What follows belongs to an exercise in optimizing a design on an open flow for small area; a production flow would make more cautious choices. Only simulation tests tie the RTL to the original design; equivalence was not proved. No activity file was given, so power comes from the tool's default toggle rates.

==> inputs of maple <==
==> flow/design.v <==
`timescale 1ns / 1ps
module uart_top #(
    parameter OPERAND_WIDTH = 512,
    parameter ADDER_WIDTH   = 32,
    parameter NBYTES        = OPERAND_WIDTH / 8,
    parameter CLK_FREQ      = 125_000_000,
    parameter BAUD_RATE     = 115_200
) (
    input wire iClk, iRst,
    input wire iRx,
    output wire oTx
);
    reg [511:0] rRing;
    reg [8:0]   rPh;
    reg [10:0]  rCyc;
    reg [3:0]   rBit;
    reg [6:0]   rByte;
    reg         rTx;      
    reg         rC;       
    reg         rNext;    
    reg         rOut;
    wire wBnd   = rCyc[10] & rCyc[6];    
    wire wWin   = rCyc[9];               
    wire wHit   = (rPh == {rByte[5:0], rBit[2:0]});
    wire wEn    = ~rBit[3] & wWin & wHit;
    wire wInA   = ~rTx & rByte[6];
    wire wInB   = ~rTx & ~rByte[6];
    wire wLast  = &rPh;
    wire wCin   = rC | (wEn & wInB & iRx);
    wire wNew   = (wEn & wInA) ? iRx : (rRing[0] ^ wCin);
    wire wGen   = rRing[0] & wCin;
    wire wBit8  = rBit[3] & ~rBit[0];
    wire wBit9  = rBit[3] & ~rBit[2] & rBit[0];
    wire wStart = ~rTx & ~iRx & rBit[3] & ~rBit[2];                  
    wire wByte  = wBit8 & (wBnd | wStart);
    always @(posedge iClk) begin
        rRing <= {wNew, rRing[511:1]};
        rPh   <= rPh + 1'b1;
        rC    <= wGen & ~wLast;
        if (wBnd | wStart) rCyc <= 11'd4;
        else               rCyc <= rCyc + 1'b1;
        if (wInA)
            rNext <= 1'b0;
        else if (~rTx)
            rNext <= rNext | (wGen & wLast);
        else if (wEn)
            rNext <= rByte[6] ? (rNext & ~|rBit[2:0]) : rRing[0];
        if (iRst) begin
            rBit  <= 4'd9;
            rTx   <= 1'b0;
            rByte <= 7'd127;
            rOut  <= 1'b1;
        end else begin
            if (wStart)
                rBit <= 4'd15;
            else if (wBnd)
                rBit <= wBit9 ? {~rTx, 2'b00, ~rTx} : rBit + 1'b1;
            if (wByte) begin
                if (rTx & rByte[6]) rByte[6] <= 1'b0;
                else                rByte    <= rByte - 1'b1;
                if (rByte == 7'd0)  rTx      <= ~rTx;
            end
            if (rTx & wBnd) rOut <= ~wBit9 & (rBit[3] | rNext);
        end
    end
    assign oTx = rOut;
endmodule
==> flow/flow/run.sh <==
#!/bin/bash
# The standard layout with two changes:
#  - synthesis maps the logic with an area-oriented ABC script (flow/abc_area.script)
#    and leaves adders to ABC instead of mapping them to half/full adder cells first;
#    everything else in synth_recipe.tcl, and so every register, stays as it is;
#  - the port buffers are the smallest buffer cell;
#  - clock tree synthesis adds no dummy loads.
set -euo pipefail
here=$(pwd)
{
  echo 'set ::env(ADDER_MAP_FILE) ""'
  echo 'proc abc {args} {'
  echo '  set i [lsearch -exact $args -script]'
  echo "  lset args [expr {\$i+1}] $here/flow/abc_area.script"
  echo '  yosys abc {*}$args'
  echo '}'
  cat synth_recipe.tcl
} > area_synth.tcl
sed "s#SYNTH_SCRIPT=[^ ]*#SYNTH_SCRIPT=$here/area_synth.tcl#" standard.sh > area_standard.sh
grep -q "SYNTH_SCRIPT=$here/area_synth.tcl" area_standard.sh
export BUFFER_PORTS_ARGS="-buffer_cell sky130_fd_sc_hd__buf_1"
export CTS_ARGS="-sink_clustering_enable -repair_clock_nets -dont_use_dummy_load -buf_list sky130_fd_sc_hd__clkbuf_8 -root_buf sky130_fd_sc_hd__clkbuf_16 -sink_clustering_size 22 -sink_clustering_max_diameter 60"
bash area_standard.sh > standard.log 2>&1
==> flow/flow/abc_area.script <==
&get -n
&st
&synch2
&dch -f
&nf -a -R 1000
&put
strash
&get -n
&synch2
&dch -f
&nf -a -R 1000
&put
stime -c
==> flow/standard.sh <==
#!/bin/bash
# synth_recipe.tcl (not shown) runs the flow's synth.tcl, then flattens the netlist and writes it again
# the make line also repeats each setting of config.mk as NAME=value (left out here)
make -C /OpenROAD-flow-scripts/flow DESIGN_CONFIG=/design/flow/config.mk WORK_HOME=/design/flow/orfs CLKGATE_MAP_FILE= SYNTH_SCRIPT=/design/flow/synth_recipe.tcl "${@:-finish}"
==> flow/config.mk <==
export PLATFORM = sky130hd
export DESIGN_NAME = uart_top
export DESIGN_NICKNAME = uart_top
export VERILOG_FILES = /design/flow/design.v
export SDC_FILE = /design/flow/constraint.sdc
export NUM_CORES = 4
export LEC_CHECK = 0
export CAP_MARGIN = 20
export CORE_MARGIN = 2
export CORE_UTILIZATION = 40
export CTS_BUF_LIST = sky130_fd_sc_hd__clkbuf_8
export CTS_CLUSTER_DIAMETER = 60
export CTS_CLUSTER_SIZE = 22
export PLACE_DENSITY = 0.6
export SLEW_MARGIN = 20
==> flow/constraint.sdc <==
create_clock -name core_clock -period 13.0 [get_ports {iClk}]
set_input_delay 2.6000 -clock core_clock [delete_from_list [all_inputs] [get_ports {iClk}]]
set_output_delay 2.6000 -clock core_clock [all_outputs]
set_load 0.01 [all_outputs]
==> yarrow: changes against maple <==
--- a/flow/flow/run.sh
+++ b/flow/flow/run.sh
@@ -20,4 +20,4 @@
 grep -q "SYNTH_SCRIPT=$here/area_synth.tcl" area_standard.sh
 export BUFFER_PORTS_ARGS="-buffer_cell sky130_fd_sc_hd__buf_1"
-export CTS_ARGS="-sink_clustering_enable -repair_clock_nets -dont_use_dummy_load -buf_list sky130_fd_sc_hd__clkbuf_8 -root_buf sky130_fd_sc_hd__clkbuf_16 -sink_clustering_size 22 -sink_clustering_max_diameter 60"
+export CTS_ARGS="-sink_clustering_enable -repair_clock_nets -dont_use_dummy_load -buf_list sky130_fd_sc_hd__clkbuf_8 -sink_clustering_size 22 -sink_clustering_max_diameter 60"
 bash area_standard.sh > standard.log 2>&1
Settings changed: CORE_UTILIZATION 40 to 55, PLACE_DENSITY 0.6 to 0.7.
==> delta: changes against maple <==
--- a/flow/design.v
+++ b/flow/design.v
@@ -20,6 +20,6 @@
     reg         rNext;    
     reg         rOut;
-    wire wBnd   = rCyc[10] & rCyc[6];    
-    wire wWin   = rCyc[9];               
+    wire wBnd   = rCyc[10] & rCyc[5] & rCyc[4] & rCyc[3] & rCyc[2];  
+    wire wWin   = ~rCyc[10] & (rCyc[9] ^ rCyc[8]);                   
     wire wHit   = (rPh == {rByte[5:0], rBit[2:0]});
     wire wEn    = ~rBit[3] & wWin & wHit;
@@ -38,5 +38,5 @@
         rPh   <= rPh + 1'b1;
         rC    <= wGen & ~wLast;
-        if (wBnd | wStart) rCyc <= 11'd4;
+        if (wBnd | wStart) rCyc <= 0;
         else               rCyc <= rCyc + 1'b1;
         if (wInA)
==> flow/run.sh (new file) <==
#!/bin/bash
# synth_recipe.tcl (not shown) runs the flow's synth.tcl, then flattens the netlist and writes it again
# the make line also repeats each setting of config.mk as NAME=value (left out here)
make -C /OpenROAD-flow-scripts/flow DESIGN_CONFIG=/design/flow/config.mk WORK_HOME=/design/flow/orfs CLKGATE_MAP_FILE= SYNTH_SCRIPT=/design/flow/synth_recipe.tcl finish
Settings changed: CTS_CLUSTER_DIAMETER 60 to unset, CTS_CLUSTER_SIZE 22 to unset.
removed: flow/flow/run.sh
removed: flow/flow/abc_area.script
removed: flow/standard.sh
==> zinc: changes against maple <==
--- a/flow/flow/run.sh
+++ b/flow/flow/run.sh
@@ -20,4 +20,4 @@
 grep -q "SYNTH_SCRIPT=$here/area_synth.tcl" area_standard.sh
 export BUFFER_PORTS_ARGS="-buffer_cell sky130_fd_sc_hd__buf_1"
-export CTS_ARGS="-sink_clustering_enable -repair_clock_nets -dont_use_dummy_load -buf_list sky130_fd_sc_hd__clkbuf_8 -root_buf sky130_fd_sc_hd__clkbuf_16 -sink_clustering_size 22 -sink_clustering_max_diameter 60"
+export CTS_ARGS="-sink_clustering_enable -repair_clock_nets -dont_use_dummy_load -buf_list sky130_fd_sc_hd__clkbuf_8 -tree_buf sky130_fd_sc_hd__clkbuf_2 -root_buf sky130_fd_sc_hd__clkbuf_2 -sink_clustering_size 22 -sink_clustering_max_diameter 60"
 bash area_standard.sh > standard.log 2>&1
==> comparison table <==
Outcome: delta timing/DRC/antenna clean; maple timing/DRC/antenna clean; zinc timing/DRC/antenna clean; yarrow timing/DRC/antenna clean
Final non-clock buffer share: delta 0.2674%; maple 0.08914%; zinc 0.08954%; yarrow 0.09035%
Kind of end point of the critical path: delta output port; maple flip-flop; zinc output port; yarrow flip-flop
Worst setup endpoint: delta oTx; maple rByte[4]$_SDFFE_PP1P_; zinc oTx; yarrow rByte[4]$_SDFFE_PP1P_
Endpoint of the worst hold path: delta rRing[259]$_DFF_P_; maple rRing[307]$_DFF_P_; zinc rRing[307]$_DFF_P_; yarrow rRing[349]$_DFF_P_
DRT iter0 DRCs: delta 219; maple 172; zinc 180; yarrow 168
Fraction of synthesized area in multiplexers: delta 0.2711%; maple 0%; zinc 0%; yarrow 0%
Area fraction in compound gates after synthesis: delta 1.981%; maple 1.765%; zinc 1.765%; yarrow 1.765%
Antenna violations before repair: delta 0; maple 0; zinc 1; yarrow 0
Final setup margin: delta 8.942 ns; maple 8.791 ns; zinc 8.968 ns; yarrow 8.759 ns
Arrival time of data at the critical path endpoint: delta 1.46 ns; maple 4.62 ns; zinc 1.43 ns; yarrow 4.67 ns
GR met1 Demand/Resource: delta 13.06%; maple 12.36%; zinc 12.34%; yarrow 17.67%
Post-synth top area share: delta 91.26%; maple 93.63%; zinc 93.63%; yarrow 93.63%
Static leakage power: delta 5.692 nW; maple 4.880 nW; zinc 4.855 nW; yarrow 4.864 nW

## re-timing with driven ports
Ports are ideal in the flow. The routed layouts listed here were re-timed in OpenROAD.
Step 1 (the two cells are an assumption about what drives the block):
set clk [get_ports {iClk}]
set_driving_cell -lib_cell sky130_fd_sc_hd__clkbuf_16 $clk
set_driving_cell -lib_cell sky130_fd_sc_hd__buf_2 [delete_from_list [all_inputs] $clk]
Step 2 also shifts input and output timing later by t, the mid clock arrival at the registers, as if the neighbouring blocks saw the same clock.
Slacks: ideal ports / drivers / drivers and shift; pairs: ideal ports / drivers.
| run | shift t [ns] | slack for setup (ns) | worst setup path after step 2 |
|---|---|---|---|
| maple | 0.545 | 8.791 / 8.814 / 8.269 | input to register |
| yarrow | 0.600 | 8.759 / 8.773 / 8.173 | input to register |
| delta | 0.601 | 8.942 / 8.902 / 8.456 | input to register |
| zinc | 0.951 | 8.968 / 8.928 / 8.265 | input to register |
After both steps every run listed still meets setup and hold. The setup slack of zinc, which loses most, moves by -0.040 ns with the drivers and by -0.703 ns with both steps.
